Background: an optimization exercise with open tools, aiming at small area, a short achievable clock period and few clock cycles per item. Do not read the settings as production practice.
Only simulation tests tie the RTL to the original design; equivalence was not proved.

Setup of run D:
==> flow/design.v <==
`timescale 1ns / 1ps
module hash (
    input  logic         clk,
    input  logic         rst_n,
    input  logic         rx_valid,
    input  logic [7:0]   rx_data,
    output logic         hash_done,
    output logic [255:0] fin_hash
);
  localparam logic [31:0] IV0 = 32'h6a09e667, IV1 = 32'hbb67ae85,
                          IV2 = 32'h3c6ef372, IV3 = 32'ha54ff53a,
                          IV4 = 32'h510e527f, IV5 = 32'h9b05688c,
                          IV6 = 32'h1f83d9ab, IV7 = 32'h5be0cd19;
  logic       recv;       
  logic       gen;        
  logic [5:0] cnt;        
  logic [5:0] w;          
  logic       wf;         
  logic       done;
  logic       fresh;      
  logic in_byte, in_term, wr, term, put, newword, shift, start, last;
  assign in_byte = rx_valid && (rx_data != 8'h0d);
  assign in_term = rx_valid && (rx_data == 8'h0d);
  assign wr      = in_byte && !gen;           
  assign term    = in_term && recv;           
  assign start   = in_byte && !recv && !gen;  
  assign put     = wr || term;                
  assign newword = (cnt[1:0] == 2'd0);
  assign last    = (w == 6'd63);
  logic r63, r62;                             
  assign r63     = wf && last;
  assign r62     = wf && (w == 6'd62);
  assign shift   = (put && newword) || (gen && !last);
  always_ff @(posedge clk or negedge rst_n)
    if (!rst_n) begin
      recv <= 1'b0;
      gen  <= 1'b0;
      cnt  <= '0;
      w    <= '0;
      wf   <= 1'b0;
      done <= 1'b0;
      fresh <= 1'b1;
    end else begin
      fresh <= 1'b0;
      done <= wf && last;
      wf   <= 1'b0;
      if (gen) begin
        if (!last) begin
          w  <= w + 6'd1;
          wf <= 1'b1;
        end else begin
          gen <= 1'b0;
          cnt <= '0;
        end
      end else if (term) begin
        recv <= 1'b0;
        gen  <= 1'b1;
        w    <= cnt[5:2];
        wf   <= 1'b1;
      end else if (wr) begin
        recv <= 1'b1;
        cnt  <= cnt + 6'd1;
        w    <= cnt[5:2];
        wf   <= (cnt[1:0] == 2'd3);
      end
    end
  logic [31:0] W [0:15];
  logic [31:0] sched, genword;
  logic [31:0] w1s, w1c, w2s, w2c;
  logic [7:0]  pbyte;
  assign {w1c, w1s} = csa(W[9], W[0], ssig0(W[1]));
  assign {w2c, w2s} = csa(w1s, w1c, ssig1(W[14]));
  assign sched   = w2s + w2c;
  assign genword = (w[5:4] != 2'b00 || w[3:0] == 4'd15) ? sched :
                   (w[3:0] == 4'd14) ? {23'd0, cnt, 3'd0} : 32'd0;
  assign pbyte   = term ? 8'h80 : rx_data;
  always_ff @(posedge clk) begin
    if (shift)
      for (int i = 0; i < 15; i++) W[i] <= W[i+1];
    if (gen) begin
      if (!last) W[15] <= genword;
    end else if (put) begin
      for (int j = 0; j < 4; j++) begin
        if (cnt[1:0] == 2'(j))
          W[15][31-8*j -: 8] <= pbyte;
        else if (newword)
          W[15][31-8*j -: 8] <= 8'd0;
      end
    end
  end
  logic [31:0] k;
  always_ff @(posedge clk) k <= ROM(gen ? w + 6'd1 : cnt[5:2]);
  logic [31:0] a, b, c, d, e, f, g, h;
  logic [31:0] s1, chv, s0, mj, an, en;
  logic [31:0] p1s, p1c, p2s, p2c, b1s, b1c, a2s, a2c, a3s, a3c;
  logic [31:0] e1s, e1c, e2s, e2c, e3s, e3c;
  assign s1  = bsig1(e);
  assign chv = ch(e, f, g);
  assign s0  = bsig0(a);
  assign mj  = maj(a, b, c);
  assign {p1c, p1s} = csa(h, k, W[15]);
  assign {p2c, p2s} = csa(p1s, p1c, mj);
  assign {b1c, b1s} = csa(s1, chv, s0);
  assign {a2c, a2s} = csa(p2s, p2c, b1s);
  assign {a3c, a3s} = csa(a2s, a2c, b1c);
  assign an = a3s + a3c;
  assign {e1c, e1s} = csa(p1s, p1c, d);
  assign {e2c, e2s} = csa(e1s, e1c, s1);
  assign {e3c, e3s} = csa(e2s, e2c, chv);
  assign en = e3s + e3c;
  always_ff @(posedge clk) begin
    if (done || fresh) begin
      a <= IV0; b <= IV1; c <= IV2; d <= IV3;
      e <= IV4; f <= IV5; g <= IV6; h <= IV7;
    end else if (wf) begin
      a <= an;
      b <= a + (r63 ? IV1 : 32'd0);
      c <= b + (r63 ? IV2 : 32'd0);
      d <= c + (r63 ? IV3 : r62 ? IV4 - IV0 : 32'd0);
      e <= en;
      f <= e + (r63 ? IV5 : 32'd0);
      g <= f + (r63 ? IV6 : 32'd0);
      h <= g + (r63 ? IV7 : 32'd0);
    end
  end
  assign hash_done = done;
  assign fin_hash  = {a, b, c, d, e, f, g, h};
  function automatic logic [63:0] csa(input logic [31:0] x, y, z);
    csa = {((x & y) | (x & z) | (y & z)) << 1, x ^ y ^ z};
  endfunction
  function automatic logic [31:0] rotr(input logic [31:0] x, input int n);
    rotr = (x >> n) | (x << (32 - n));
  endfunction
  function automatic logic [31:0] bsig0(input logic [31:0] x);
    bsig0 = rotr(x, 2) ^ rotr(x, 13) ^ rotr(x, 22);
  endfunction
  function automatic logic [31:0] bsig1(input logic [31:0] x);
    bsig1 = rotr(x, 6) ^ rotr(x, 11) ^ rotr(x, 25);
  endfunction
  function automatic logic [31:0] ssig0(input logic [31:0] x);
    ssig0 = rotr(x, 7) ^ rotr(x, 18) ^ (x >> 3);
  endfunction
  function automatic logic [31:0] ssig1(input logic [31:0] x);
    ssig1 = rotr(x, 17) ^ rotr(x, 19) ^ (x >> 10);
  endfunction
  function automatic logic [31:0] ch(input logic [31:0] x, y, z);
    ch = (x & y) ^ (~x & z);
  endfunction
  function automatic logic [31:0] maj(input logic [31:0] x, y, z);
    maj = (x & y) ^ (x & z) ^ (y & z);
  endfunction
  function automatic logic [31:0] ROM(input logic [5:0] idx);
    case (idx)
      6'd0: ROM = 32'h428a2f98;
      6'd1: ROM = 32'h71374491;
      6'd2: ROM = 32'hb5c0fbcf;
      6'd3: ROM = 32'he9b5dba5;
      6'd4: ROM = 32'h3956c25b;
      6'd5: ROM = 32'h59f111f1;
      6'd6: ROM = 32'h923f82a4;
      6'd7: ROM = 32'hab1c5ed5;
      6'd8: ROM = 32'hd807aa98;
      6'd9: ROM = 32'h12835b01;
      6'd10: ROM = 32'h243185be;
      6'd11: ROM = 32'h550c7dc3;
      6'd12: ROM = 32'h72be5d74;
      6'd13: ROM = 32'h80deb1fe;
      6'd14: ROM = 32'h9bdc06a7;
      6'd15: ROM = 32'hc19bf174;
      6'd16: ROM = 32'he49b69c1;
      6'd17: ROM = 32'hefbe4786;
      6'd18: ROM = 32'h0fc19dc6;
      6'd19: ROM = 32'h240ca1cc;
      6'd20: ROM = 32'h2de92c6f;
      6'd21: ROM = 32'h4a7484aa;
      6'd22: ROM = 32'h5cb0a9dc;
      6'd23: ROM = 32'h76f988da;
      6'd24: ROM = 32'h983e5152;
      6'd25: ROM = 32'ha831c66d;
      6'd26: ROM = 32'hb00327c8;
      6'd27: ROM = 32'hbf597fc7;
      6'd28: ROM = 32'hc6e00bf3;
      6'd29: ROM = 32'hd5a79147;
      6'd30: ROM = 32'h06ca6351;
      6'd31: ROM = 32'h14292967;
      6'd32: ROM = 32'h27b70a85;
      6'd33: ROM = 32'h2e1b2138;
      6'd34: ROM = 32'h4d2c6dfc;
      6'd35: ROM = 32'h53380d13;
      6'd36: ROM = 32'h650a7354;
      6'd37: ROM = 32'h766a0abb;
      6'd38: ROM = 32'h81c2c92e;
      6'd39: ROM = 32'h92722c85;
      6'd40: ROM = 32'ha2bfe8a1;
      6'd41: ROM = 32'ha81a664b;
      6'd42: ROM = 32'hc24b8b70;
      6'd43: ROM = 32'hc76c51a3;
      6'd44: ROM = 32'hd192e819;
      6'd45: ROM = 32'hd6990624;
      6'd46: ROM = 32'hf40e3585;
      6'd47: ROM = 32'h106aa070;
      6'd48: ROM = 32'h19a4c116;
      6'd49: ROM = 32'h1e376c08;
      6'd50: ROM = 32'h2748774c;
      6'd51: ROM = 32'h34b0bcb5;
      6'd52: ROM = 32'h391c0cb3;
      6'd53: ROM = 32'h4ed8aa4a;
      6'd54: ROM = 32'h5b9cca4f;
      6'd55: ROM = 32'h682e6ff3;
      6'd56: ROM = 32'h748f82ee;
      6'd57: ROM = 32'h78a5636f;
      6'd58: ROM = 32'h84c87814;
      6'd59: ROM = 32'h8cc70208;
      6'd60: ROM = 32'h90befffa;
      6'd61: ROM = 32'ha4506ceb;
      6'd62: ROM = 32'hbef9a3f7;
      6'd63: ROM = 32'hc67178f2 + 32'h6a09e667;  
      default: ROM = 32'h0;
    endcase
  endfunction
endmodule
==> flow/config.mk <==
export PLATFORM = sky130hd
export DESIGN_NAME = hash
export DESIGN_NICKNAME = hash
export VERILOG_FILES = /design/flow/design.v
export SDC_FILE = /design/flow/constraint.sdc
export NUM_CORES = 4
export LEC_CHECK = 0
export CAP_MARGIN = 20
export CORE_MARGIN = 2
export CORE_UTILIZATION = 60
export CTS_BUF_LIST = sky130_fd_sc_hd__clkbuf_16
export CTS_CLUSTER_DIAMETER = 80
export CTS_CLUSTER_SIZE = 20
export SLEW_MARGIN = 20
export TNS_END_PERCENT = 5
==> flow/constraint.sdc <==
create_clock -name core_clock -period 11.0 [get_ports {clk}]
set_input_delay 2.2000 -clock core_clock [delete_from_list [all_inputs] [get_ports {clk}]]
set_output_delay 2.2000 -clock core_clock [all_outputs]
set_load 0.01 [all_outputs]
standard.sh (not shown) runs the stock make flow with config.mk's settings and CLKGATE_MAP_FILE= SYNTH_SCRIPT=/design/flow/synth_recipe.tcl, a recipe that flattens the netlist after the stock synthesis.
==> flow/flow/run.sh <==
#!/bin/bash
# Standard ORFS layout, with setup repair aimed below the clock period and
# small port buffers.
set -euo pipefail
bash standard.sh SETUP_SLACK_MARGIN=6.0 'BUFFER_PORTS_ARGS=-buffer_cell sky130_fd_sc_hd__buf_1' finish > orfs_flow.log 2>&1
Testbench counts of run D, summed over its fixed seeds: cycles 16,640, items 192.
> inputs changed (run D -> run M)
--- a/flow/design.v
+++ b/flow/design.v
@@ -29,6 +29,4 @@
   assign last    = (w == 6'd63);
   logic r63, r62;                             
-  assign r63     = wf && last;
-  assign r62     = wf && (w == 6'd62);
   assign shift   = (put && newword) || (gen && !last);
   always_ff @(posedge clk or negedge rst_n)
@@ -40,8 +38,12 @@
       wf   <= 1'b0;
       done <= 1'b0;
+      r63  <= 1'b0;
+      r62  <= 1'b0;
       fresh <= 1'b1;
     end else begin
       fresh <= 1'b0;
       done <= wf && last;
+      r63  <= gen && (w == 6'd62);
+      r62  <= gen && (w == 6'd61);
       wf   <= 1'b0;
       if (gen) begin
@@ -89,9 +91,10 @@
     end
   end
-  logic [31:0] k;
-  always_ff @(posedge clk) k <= ROM(gen ? w + 6'd1 : cnt[5:2]);
+  logic [31:0] hk, hnext;
+  assign hnext = wf ? g : h;
+  always_ff @(posedge clk) hk <= hnext + ROM(gen ? w + 6'd1 : cnt[5:2]);
   logic [31:0] a, b, c, d, e, f, g, h;
   logic [31:0] s1, chv, s0, mj, an, en;
-  logic [31:0] p1s, p1c, p2s, p2c, b1s, b1c, a2s, a2c, a3s, a3c;
+  logic [31:0] p2s, p2c, b1s, b1c, a2s, a2c, a3s, a3c;
   logic [31:0] e1s, e1c, e2s, e2c, e3s, e3c;
   assign s1  = bsig1(e);
@@ -99,11 +102,10 @@
   assign s0  = bsig0(a);
   assign mj  = maj(a, b, c);
-  assign {p1c, p1s} = csa(h, k, W[15]);
-  assign {p2c, p2s} = csa(p1s, p1c, mj);
+  assign {p2c, p2s} = csa(hk, W[15], mj);
   assign {b1c, b1s} = csa(s1, chv, s0);
   assign {a2c, a2s} = csa(p2s, p2c, b1s);
   assign {a3c, a3s} = csa(a2s, a2c, b1c);
   assign an = a3s + a3c;
-  assign {e1c, e1s} = csa(p1s, p1c, d);
+  assign {e1c, e1s} = csa(hk, W[15], d);
   assign {e2c, e2s} = csa(e1s, e1c, s1);
   assign {e3c, e3s} = csa(e2s, e2c, chv);
Final period demand of the worst path ended up 0.020 ns lower on run M than on run D. Compared with run D, in run M sequential cell count flat; share of cell area taken by flip-flops and latches down 1.3 points; number of standard cells after synthesis up 196; layout inverter count without the clock tree up 4.0%. met3 global-route usage in run M is 1.5 points higher than in run D.
Testbench counts of run M, summed over its fixed seeds: cycles 16,640, items 192.


// hash: RTL as listed in full above, without the edits since
==> flow/config.mk <==
export PLATFORM = sky130hd
export DESIGN_NAME = hash
export DESIGN_NICKNAME = hash
export VERILOG_FILES = /design/flow/design.v
export SDC_FILE = /design/flow/constraint.sdc
export NUM_CORES = 4
export LEC_CHECK = 0
export CAP_MARGIN = 20
export CORE_MARGIN = 2
export CORE_UTILIZATION = 55
export CTS_BUF_LIST = sky130_fd_sc_hd__clkbuf_8
export SLEW_MARGIN = 20
==> flow/constraint.sdc <==
create_clock -name core_clock -period 11.0 [get_ports {clk}]
set_input_delay 2.2000 -clock core_clock [delete_from_list [all_inputs] [get_ports {clk}]]
set_output_delay 2.2000 -clock core_clock [all_outputs]
set_load 0.01 [all_outputs]
==> flow/flow/run.sh <==
#!/bin/bash
# Standard ORFS layout, with setup repair aimed below the clock period and
# small port buffers.
set -euo pipefail
bash standard.sh SETUP_SLACK_MARGIN=6.5 'BUFFER_PORTS_ARGS=-buffer_cell sky130_fd_sc_hd__buf_1' finish > orfs_flow.log 2>&1
The starting point completed with no timing, DRC or antenna violations.
Testbench counts at the start, summed over its fixed seeds: cycles 16,640, items 192.
==> next run, changes <==
--- a/flow/design.v
+++ b/flow/design.v
@@ -26,25 +26,27 @@
   assign start   = in_byte && !recv && !gen;  
   assign put     = wr || term;                
   assign newword = (cnt[1:0] == 2'd0);
   assign last    = (w == 6'd63);
   logic r63, r62;                             
-  assign r63     = wf && last;
-  assign r62     = wf && (w == 6'd62);
   assign shift   = (put && newword) || (gen && !last);
   always_ff @(posedge clk or negedge rst_n)
     if (!rst_n) begin
       recv <= 1'b0;
       gen  <= 1'b0;
       cnt  <= '0;
       w    <= '0;
       wf   <= 1'b0;
       done <= 1'b0;
+      r63  <= 1'b0;
+      r62  <= 1'b0;
       fresh <= 1'b1;
     end else begin
       fresh <= 1'b0;
       done <= wf && last;
+      r63  <= gen && (w == 6'd62);
+      r62  <= gen && (w == 6'd61);
       wf   <= 1'b0;
       if (gen) begin
         if (!last) begin
           w  <= w + 6'd1;
           wf <= 1'b1;
@@ -86,27 +88,27 @@
         else if (newword)
           W[15][31-8*j -: 8] <= 8'd0;
       end
     end
   end
-  logic [31:0] k;
-  always_ff @(posedge clk) k <= ROM(gen ? w + 6'd1 : cnt[5:2]);
+  logic [31:0] hk, hnext;
+  assign hnext = wf ? g : h;
+  always_ff @(posedge clk) hk <= hnext + ROM(gen ? w + 6'd1 : cnt[5:2]);
   logic [31:0] a, b, c, d, e, f, g, h;
   logic [31:0] s1, chv, s0, mj, an, en;
-  logic [31:0] p1s, p1c, p2s, p2c, b1s, b1c, a2s, a2c, a3s, a3c;
+  logic [31:0] p2s, p2c, b1s, b1c, a2s, a2c, a3s, a3c;
   logic [31:0] e1s, e1c, e2s, e2c, e3s, e3c;
   assign s1  = bsig1(e);
   assign chv = ch(e, f, g);
   assign s0  = bsig0(a);
   assign mj  = maj(a, b, c);
-  assign {p1c, p1s} = csa(h, k, W[15]);
-  assign {p2c, p2s} = csa(p1s, p1c, mj);
+  assign {p2c, p2s} = csa(hk, W[15], mj);
   assign {b1c, b1s} = csa(s1, chv, s0);
   assign {a2c, a2s} = csa(p2s, p2c, b1s);
   assign {a3c, a3s} = csa(a2s, a2c, b1c);
   assign an = a3s + a3c;
-  assign {e1c, e1s} = csa(p1s, p1c, d);
+  assign {e1c, e1s} = csa(hk, W[15], d);
   assign {e2c, e2s} = csa(e1s, e1c, s1);
   assign {e3c, e3s} = csa(e2s, e2c, chv);
   assign en = e3s + e3c;
   always_ff @(posedge clk) begin
     if (done || fresh) begin
Outcome: Setup slack is better by 0.24 ns. Clock skew decreases by 0.0056 ns. Non-clock buffer count rises by 143. Die area climbs by about 2.8%. Core utilization came out higher by 2.6 points. Routed wire length came out higher by about 9%.
Testbench counts after the change, summed over its fixed seeds: cycles 16,640, items 192.

-- port drivers added, routing unchanged --
Ports are ideal in the flow. The routed layouts listed here were re-timed in OpenROAD. Step 1: set_driving_cell puts a clkbuf_16 on clk and a buf_2 on each other input, an assumption about the parent block. Step 2 adds t to the input delays and takes it off the output delays; t is the mean of the earliest and latest rising clock arrival at the registers after step 1. Input paths then give back, and output paths get back, about the clock's delay inside the block. a / b / c = ideal ports / drivers / drivers and shift; a / b = the first two.
run	t (ns)	setup slack, ns	worst register clock-pin slew, ns
run D	0.727	5.881 / 5.881 / 5.470	0.10 / 0.10
run M	0.726	5.901 / 5.901 / 5.563	0.09 / 0.09
the first run of note 2	0.901	5.878 / 5.878 / 5.790	0.07 / 0.07
the second run of note 2	0.892	6.118 / 6.118 / 5.710	0.07 / 0.07
After both steps every run listed still meets setup and hold. The setup slack of run D, which loses most, moves by 0.000 ns with the drivers and by -0.411 ns with both steps.
